This is an optimization exercise on Yosys and OpenROAD, whose aim is small area, not a production implementation. Only simulation tests tie the RTL to the original design; equivalence was not proved.

[design.v]
`timescale 1ns / 1ps
module top(
    input          clk     ,  
    input          rst_n   ,  
    output         trig    ,  
    input          echo    ,  
    output [3:0]   sel     ,  
    output [7:0]   seg     ,  
    output [2:0]   led     ,
    input          key     ,
    output [3:0]   sel_1   ,
    output [7:0]   seg_1   
    );
    wire [13:0]   distance  ;  
    wire             key_value   ;
   key_debounce  key_debounce(
    	.sys_clk     (clk),           
    	.sys_rst_n  (rst_n),         
    	.key           (key),               
    	.key_flag   (),          
	.key_value (key_value)          
    );  
    tube tube_0(
        .clk    (clk)  ,
        .rst_n  (rst_n)  ,
        .dis_data(distance),
        .sel_reg     (sel)   ,
        .seg_reg     (seg)
    );
    super_dis super_dis_0(
        .clk    (clk)    ,
        .rst_n  (rst_n)  ,
        .trig   (trig)   ,
        .echo   (echo)   ,
        .distance(distance)
    );
    speed_top speed_top(
        .clk     (clk),
        .rst_n   (rst_n),
        .key     (key_value),
        .distance(distance),
        .led      (led      ) ,
        .sel   (sel_1),
        .seg   (seg_1)
    );
endmodule
module key_debounce(
    input            sys_clk,           
    input            sys_rst_n,         
    input            key,               
    output reg       key_flag,          
    output reg       key_value          
    );
reg [10:0] delay_cnt;
reg        key_reg;
always @(posedge sys_clk or negedge sys_rst_n) begin
    if (!sys_rst_n) begin
        key_reg   <= 1'b1;
        delay_cnt <= 11'd0;
    end
    else begin
        key_reg <= key;
        if(key_reg != key)              
            delay_cnt <= 11'd2000;      
        else if(key_reg == key) begin   
                 if(delay_cnt > 11'd0)
                     delay_cnt <= delay_cnt - 1'b1;
                 else
                     delay_cnt <= delay_cnt;
             end
    end
end
always @(posedge sys_clk or negedge sys_rst_n) begin
    if (!sys_rst_n) begin
        key_flag  <= 1'b0;
        key_value <= 1'b1;
    end
    else begin
        if(delay_cnt == 11'd1) begin    
            key_flag  <= 1'b1;          
            key_value <= key;           
        end
        else begin
            key_flag  <= 1'b0;
            key_value <= key_value;
        end
    end
end
endmodule
`timescale 1ns / 1ps
module tube(
    input         clk     ,
    input         rst_n   ,
    input [13:0]  dis_data,  
    output [3:0]  sel_reg     , 
    output [7:0]  seg_reg       
    );
    wire [3:0]    dis_g   ; 
    wire [3:0]    dis_s   ;
    wire [3:0]    dis_b   ;
    wire [3:0]    dis_q   ;
    reg [6:0]     cnt0    ;
    wire          add_cnt0;
    wire          end_cnt0;
    reg [1:0]     cnt1    ;
    wire          add_cnt1;
    wire          end_cnt1;
    reg [3:0]     data    ; 
    reg [3:0]     sel     ;
    reg [7:0]     seg     ;
    assign sel_reg = ~sel ;
    assign seg_reg = ~seg ;
    assign dis_g = dis_data%10;
    assign dis_s = (dis_data/10)%10;
    assign dis_b = (dis_data/100)%10;
    assign dis_q = (dis_data/1000)%10;
    always@(posedge clk or negedge rst_n)begin 
        if(!rst_n)begin 
            cnt0 <= 1'b0 ;
        end
        else if(add_cnt0)begin 
            if(end_cnt0)
                cnt0 <= 1'b0 ;
            else 
                cnt0 <= cnt0 + 1'b1;
        end
    end
    assign add_cnt0 = 1 ;
    assign end_cnt0 = add_cnt0 && cnt0==100-1 ; 
    always@(posedge clk or negedge rst_n)begin
        if(!rst_n)begin 
            cnt1 <= 1'b0; 
        end
        else if(add_cnt1)begin 
            if(end_cnt1)
                cnt1 <= 1'b0 ;
            else 
                cnt1 <= cnt1 + 1'b1 ;
        end
    end
    assign add_cnt1 = end_cnt0 ;
    assign end_cnt1 = add_cnt1 && cnt1==4-1 ; 
    always@(*)begin 
        case(cnt1)
            0:begin 
                sel = 4'b1110 ;
                data = dis_q ;
            end 
            1:begin 
                sel = 4'b1101 ;
                data = dis_b ;
            end
            2:begin 
                sel = 4'b1011 ;
                data = dis_s ;
            end 
            default:begin 
                sel = 4'b0111 ;
                data = dis_g ;
            end        
        endcase
    end 
    always  @(*)begin
        if(sel==4'b1011)begin 
            case(data)
                0:seg = 8'b01000000;
                1:seg = 8'b01111001;
                2:seg = 8'b00100100;
                3:seg = 8'b00110000;
                4:seg = 8'b00011001;
                5:seg = 8'b00010010;
                6:seg = 8'b00000010;
                7:seg = 8'b01111000;
                8:seg = 8'b00000000;
                9:seg = 8'b00010000;
                default:seg = 8'b00000000;
            endcase
        end
        else begin  
            case(data)
                0:seg = 8'b11000000;
                1:seg = 8'b11111001;
                2:seg = 8'b10100100;
                3:seg = 8'b10110000;
                4:seg = 8'b10011001;
                5:seg = 8'b10010010;
                6:seg = 8'b10000010;
                7:seg = 8'b11111000;
                8:seg = 8'b10000000;
                9:seg = 8'b10010000;
                default:seg = 8'b10000000;
            endcase
        end 
    end
endmodule
`timescale 1ns / 1ps
module super_dis(
    input            clk     ,  
    input            rst_n   ,  
    output           trig    ,  
    input            echo    ,  
    output reg [13:0]    distance  
    );
    reg [13:0]        cnt        ;
    wire              add_cnt    ;
    wire              end_cnt    ; 
    reg [2:0]         cnt_d      ;
    wire              add_cnt_d  ;
    wire              end_cnt_d  ;
    reg [16:0]        cnt_echo   ;
    wire              add_cnt_echo;
    wire              end_cnt_echo; 
    reg [20:0]        distance_1  ;
    always@(posedge clk or negedge rst_n)begin 
        if(!rst_n)
            cnt <= 1'b0;
        else if(add_cnt)begin 
            if(end_cnt)
                cnt <= 1'b0;
            else 
                cnt <= cnt + 1'b1;
        end
    end
    assign add_cnt = 1;
    assign end_cnt = add_cnt && cnt==10_000-1 ;  
    assign trig = (cnt>=1&&cnt<=2) ? 1'b1 : 1'b0 ;  
    always@(posedge clk or negedge rst_n)begin 
        if(!rst_n)
            cnt_d <= 1'b0 ;
        else if(add_cnt_d)begin 
            if(end_cnt_d)
                cnt_d <= 1'b0 ;
            else 
                cnt_d <= cnt_d + 1'b1 ;
        end
    end
    assign add_cnt_d = end_cnt ;
    assign end_cnt_d = add_cnt_d && cnt_d==5-1 ;
    always@(posedge clk or negedge rst_n)begin 
        if(!rst_n)
            cnt_echo <= 1'b0;
        else if(echo)
            cnt_echo <= cnt_echo + 1'b1;
        else if(end_cnt)
            cnt_echo <= 1'b0;
    end 
    always@(posedge clk or negedge rst_n)begin  
        if(!rst_n)
            distance_1 <= 1'b0;
        else if(cnt==10_000-5)
            distance_1 <= (cnt_echo*17)/10 + distance_1; 
        else if(end_cnt_d)begin 
            distance_1 <= 0 ;
        end
    end
    always@(posedge clk or negedge rst_n)begin 
        if(!rst_n)
            distance <= 1'b0 ;
        else if(cnt_d==4&&cnt==10_000-4)begin 
            distance <= distance_1 / 5 ;
        end 
        else 
            distance <= distance ;
    end
endmodule
`timescale 1ns / 1ps
module speed_gen(
    input     clk     ,
    input     rst_n   ,
    input     key     ,
    input [13:0]   distance  ,
    output [2:0]   led    ,
    output reg [13:0]   tube_data    
    );
    reg          key_1       ;
    reg          key_2       ;
    wire         key_neg     ;
    reg [2:0]    state       ;
    reg [13:0]   data_1      ;
    reg [13:0]   data_2      ;
    reg [20:0]   dis_time    ;
    wire [30:0]   speed_data  ; 
    assign led = state ;
    always@(posedge clk or negedge rst_n)begin 
        if(!rst_n)begin 
            key_1 <= 0 ;
            key_2 <= 0 ;
        end 
        else begin 
            key_1 <= key ;
            key_2 <= key_1 ;
        end 
    end 
    assign key_neg = key_1==0 && key_2==1 ;
    always@(posedge clk or negedge rst_n)begin 
        if(!rst_n)begin 
            state <= 0 ;
            data_1 <= 0 ;
            data_2 <= 0 ;
        end 
        else begin 
            case(state)
                0:begin 
                    if(key_neg)begin 
                        data_1 <= distance ;
                        state <= 1 ;
                    end 
                    else begin 
                        state <= 0 ;
                    end 
                end 
                1:begin 
                    if(key_neg)begin 
                        data_2 <= distance ;
                        state <= 2 ;
                    end 
                    else begin 
                        state <= 1 ;
                    end 
                end 
                2:begin 
                    if(key_neg)begin
                        state <= 0 ;
                    end 
                    else begin 
                        state <= 2 ; 
                    end 
                end 
            endcase 
        end 
    end 
    always@(posedge clk or negedge rst_n)begin 
        if(!rst_n)begin 
            dis_time <= 0 ;
        end 
        else if(state==1)begin 
            dis_time <= dis_time + 1 ;
        end 
        else if(state==0&&key_neg)begin 
            dis_time <= 0  ;
        end 
        else begin 
            dis_time <= dis_time ;
        end 
    end 
    wire [13:0]    time_data    ;
    assign time_data = dis_time / 10_000 ;
    reg [13:0]   data_cha   ;
    always@(posedge clk or negedge rst_n)begin  
        if(!rst_n)begin 
            data_cha <= 0 ;
        end 
        else if(data_2>=data_1)begin 
            data_cha <= data_2 - data_1 ;
        end 
        else begin 
            data_cha <= data_1 - data_2 ;
        end 
    end 
    assign speed_data = (time_data == 0) ? 31'd0 : data_cha / time_data ;
    always@(posedge clk or negedge rst_n)begin  
        if(!rst_n)begin 
            tube_data <= 0 ;
        end 
        else if(state==0)begin 
            tube_data <= speed_data[13:0] ;
        end 
        else if(state==1)begin 
            tube_data <= data_1 ;
        end 
        else if(state==2)begin 
            tube_data <= data_2 ;
        end 
    end 
endmodule
`timescale 1ns / 1ps
module speed_top(
    input     clk     ,
    input     rst_n   ,
    input     key     ,
    input [13:0]   distance  ,
    output [2:0]   led    ,
    output [3:0]   sel   ,
    output [7:0]   seg   
    );
    wire [13:0]   tube_data   ;
    speed_gen speed_gen(
        .clk      (clk      ) ,
        .rst_n    (rst_n    ) ,
        .key      (key      ) ,
        .distance (distance ) ,
        .led      (led      ) ,
        .tube_data(tube_data)    
    );
    tube tube_0(
         .clk    (clk)  ,
         .rst_n  (rst_n)  ,
         .dis_data(tube_data),
         .sel_reg     (sel)   ,
         .seg_reg     (seg)
        );
endmodule
[run.sh]
#!/bin/bash
# synth_recipe.tcl (not shown) runs the flow's synth.tcl, then flattens the netlist and writes it again
# the make line also repeats each setting of config.mk as NAME=value (left out here)
make -C /OpenROAD-flow-scripts/flow DESIGN_CONFIG=/design/flow/config.mk WORK_HOME=/design/flow/orfs CLKGATE_MAP_FILE= SYNTH_SCRIPT=/design/flow/synth_recipe.tcl finish
[config.mk]
export PLATFORM = sky130hd
export DESIGN_NAME = top
export DESIGN_NICKNAME = top
export VERILOG_FILES = /design/flow/design.v
export SDC_FILE = /design/flow/constraint.sdc
export NUM_CORES = 8
export LEC_CHECK = 0
export CAP_MARGIN = 20
export CORE_MARGIN = 2
export CORE_UTILIZATION = 40
export SLEW_MARGIN = 20
[constraint.sdc]
create_clock -name core_clock -period 120.0 [get_ports {clk}]
set_input_delay 24.0000 -clock core_clock [delete_from_list [all_inputs] [get_ports {clk}]]
set_output_delay 24.0000 -clock core_clock [all_outputs]
set_load 0.01 [all_outputs]
==> impl_metrics.yaml <==
run_status:
  status: "timing/DRC/antenna clean"
synthesis:
  netlist_area_um2: 78800
  seq_area_frac_synth_pct: 5.75
  synth_ff_type: "dfrtp_1"
  async_reset_ff_share_pct: 100
  ys_ff_latch: 181
  synth_area_leaders: "ha_1, nor2_1, xnor2_1"
  avgSynthCellArea_um2: 7.00
  synth_warnings: 4
  postSynthCellCount: 11259
  synth_area_leader_cell: "ha_1"
  yosys.cell_types.count: 198
  yosysTopAreaCellShare_pct: 12.3
  synth_edf_count: 0
min_path:
  hold_path_startpoint: "speed_top.speed_gen.key_1"
  min_to: "speed_top.speed_gen.key_2"
  hold_path_class: "flip-flop to flip-flop"
  holdPathStages: 0
floorplan:
  coreArea_um2: 195000
  start_util_pct: 40.3
  dieArea_um2: 201000
  ios: 32
  dieWidth_um: 448
  fp.dieH_um: 448
  rows: 162
routing:
  wl_per_cell_um: 18.2
  drtIter0Drc: 6133
  vias: 85130
  routed_wl_um: 250000
  vias_per_cell: 6.20
  drt-pass1-iter-count: 8
  ant_nets: 0
  drc: 0
timing:
  hold_violations: 0
  max_freq_mhz: 9.41
  finalSetupViolCount: 0
  final-max-slew-violation-count: 0
  worst_pin_slew_ps: 1090
  tns_ps: 0
  fin_crit_sh_pct: 88.6
  finClkSkew_ps: 17.3
  min_period_ps: 106290
  slew_headroom_pct: 27.0
  rsz0062_at_grt: "false"
worst_setup_path:
  crit_fanout: 33
  cp_top_family: "simple AND/OR/NAND/NOR gates"
  worstPathRequired_ps: 96000
  critPathKind: "flip-flop to output port"
  worst_ep_arrival_time_ps: 82290
  r2r-end: "speed_top.speed_gen.tube_data[0]"
  timing.rr.start: "speed_top.speed_gen.dis_time[13]"
  rrSetupSlack_ps: 18560
  reg2regPathDepth: 437
  crit_top_cell: "ha_1"
  slowest_delay_ps: 790
  end_kind: "output port"
  start_kind: "flip-flop"
  crit_buf_inv: 16
  cp_slowest_cell: "or3_1"
job:
  drv_cap: 0
cts:
  clk-insertion-delay-late_ps: 520
  cts_max_path_buffers: 2
  htreeDepth: 4
  holdBufCountCts: 0
  cts_root_buffer: "clkbuf_16"
  cts_tree: "done"
  ctsResizeCount: 0
  post_cts_buffers: 0
  clkTransAtPathRegs_ps: 80
  cts_buffers: 17
  clkSinkCount: 181
cells_and_area:
  mostFrequentLayoutCells: "nor2_1, nand2_1, a21oi_1"
  top_regs: "speed_top.speed_gen.dis_time (21), super_dis_0.distance_1 (21), super_dis_0.cnt_echo (17)"
  nets: 11876
  syn_to_final_growth_pct: 4.29
  drive_above_1_share_pct: 8.53
  fin_area_um2: 82200
  final_common_cell: "nor2_1"
grt:
  track_usage_pct: 23.9
  overflow: 0
  grt_pass1_vias: 79886
  grt_first_pass_wirelength_um: 409000
  grt_max_degree: 69
  antenna_found_initial: 3
place:
  dpl.hpwl_um: 201000
  io_buffers: 30
  routabilityCongestion: 0.929
  placed_area_um2: 81500
[layer usage]
layer / share of wire (%) / vias to the layer above / global-route usage [%]
li1: - / 42014 / -
met5: 0 / - / 0
met1: 46 / 40650 / 31.6
met3: 3.8 / 351 / 1.36
met2: 47 / 2115 / 41.9
met4: 2.4 / 0 / 6.05
[stage by stage]
| step | hold slack [ps] | instances | worst slack (ps) | util (%) |
|---|---|---|---|---|
| after floorplan | 354 | 11312 | 28060 | - |
| after global placement | 364 | 13697 | 15770 | 41.7 |
| after detailed placement | 371 | 13697 | 15410 | 41.7 |
| after CTS | 382 | 13729 | 14560 | 42.0 |
| after global routing | 387 | 13730 | 6790 | 42.0 |
| final | 380 | 13731 | 13710 | 42.0 |
[Yosys cell counts, drive strengths merged, types with 37 or more instances]
library cell,number
nor2,1220
nand2,1036
a21oi,784
ha,775
o21ai,775
xnor2,523
nor3,491
inv,433
nand3,359
o21a,315
xor2,285
clkbuf,251
mux2i,246
a21o,213
mux2,207
dfrtp,179
or3,162
a211oi,160
nand2b,160
nand4,160
nor2b,151
a31oi,149
or2,144
and3,141
and2,140
o211ai,122
nor4,114
o31ai,114
buf,95
o21bai,72
a21boi,61
or4,57
o22ai,56
nor3b,55
o2111ai,55
a2111oi,53
a211o,53
nand3b,47
o311ai,46
and4,45
o31a,42
a31o,40
nand4b,38
a22oi,37
a311oi,37
[how the worst max path moves through the flow]
stage | from | endpoint | slack (ps) | cells after the start
after floorplan | tube_0.cnt1[0] | seg[4] | 28060 | 325
after global placement | tube_0.cnt1[0] | seg[4] | 15770 | 293
after detailed placement | tube_0.cnt1[0] | seg[4] | 15410 | 295
after CTS | tube_0.cnt1[0] | seg[4] | 14560 | 295
after global routing | tube_0.cnt1[0] | seg[4] | 6790 | 297
final | tube_0.cnt1[0] | seg[4] | 13710 | 298
[layout make-up]
| type | instances | area, um2 |
|---|---|---|
| Fill cell | 20293 | 113000 |
| Multi-Input combinational cell | 10349 | 71200 |
| Sequential cell | 181 | 4530 |
| Tap cell | 2624 | 3280 |
| Inverter | 434 | 1630 |
| Timing Repair Buffer | 110 | 902 |
| Clock buffer | 17 | 425 |
| Clock inverter | 15 | 199 |
| Antenna cell | 1 | 2.50 |
[cells by family (layout without fill, tap and decap cells)]
kind of cell               after synthesis  count (layout)  share of synthesized area, %
DFF                                    181             181                          5.75
buffers and inverters                  782             576                          4.32
adders and majority gates              801             801                          12.7
AOI/OAI and AO/OA                     3583            3583                          31.7
and+or+nand+nor                       4649            4649                          30.3
muxes                                  453             453                          6.15
other                                    1              55                       0.00476
xor gates and xnor gates               809             809                          9.08

## separate check: timing with driven ports
How much do the figures lean on ideal ports? The routed layout below was timed once more, with nothing changed but the port constraints.
Step 1 (the two cells are an assumption about what drives the block):
set clk [get_ports {clk}]
set_driving_cell -lib_cell sky130_fd_sc_hd__clkbuf_16 $clk
set_driving_cell -lib_cell sky130_fd_sc_hd__buf_2 [delete_from_list [all_inputs] $clk]
Step 2 moves the port delays by t, midway between the first and last clock arrival at a register: inputs arrive t later, outputs are due t later. That takes back most of the time a late clock gives input paths.
a / b / c = no drivers / after step 1 / after step 2; a / b = the first two.
shift t [ns]: 0.581
setup slack, ns: 13.709 / 13.638 / 14.219
worst setup path after step 2: register to output
worst register clock-pin slew, ns: 0.09 / 0.09
After both steps this run still meets setup and hold. The setup slack of this run moves by -0.071 ns with the drivers and by +0.510 ns with both steps.
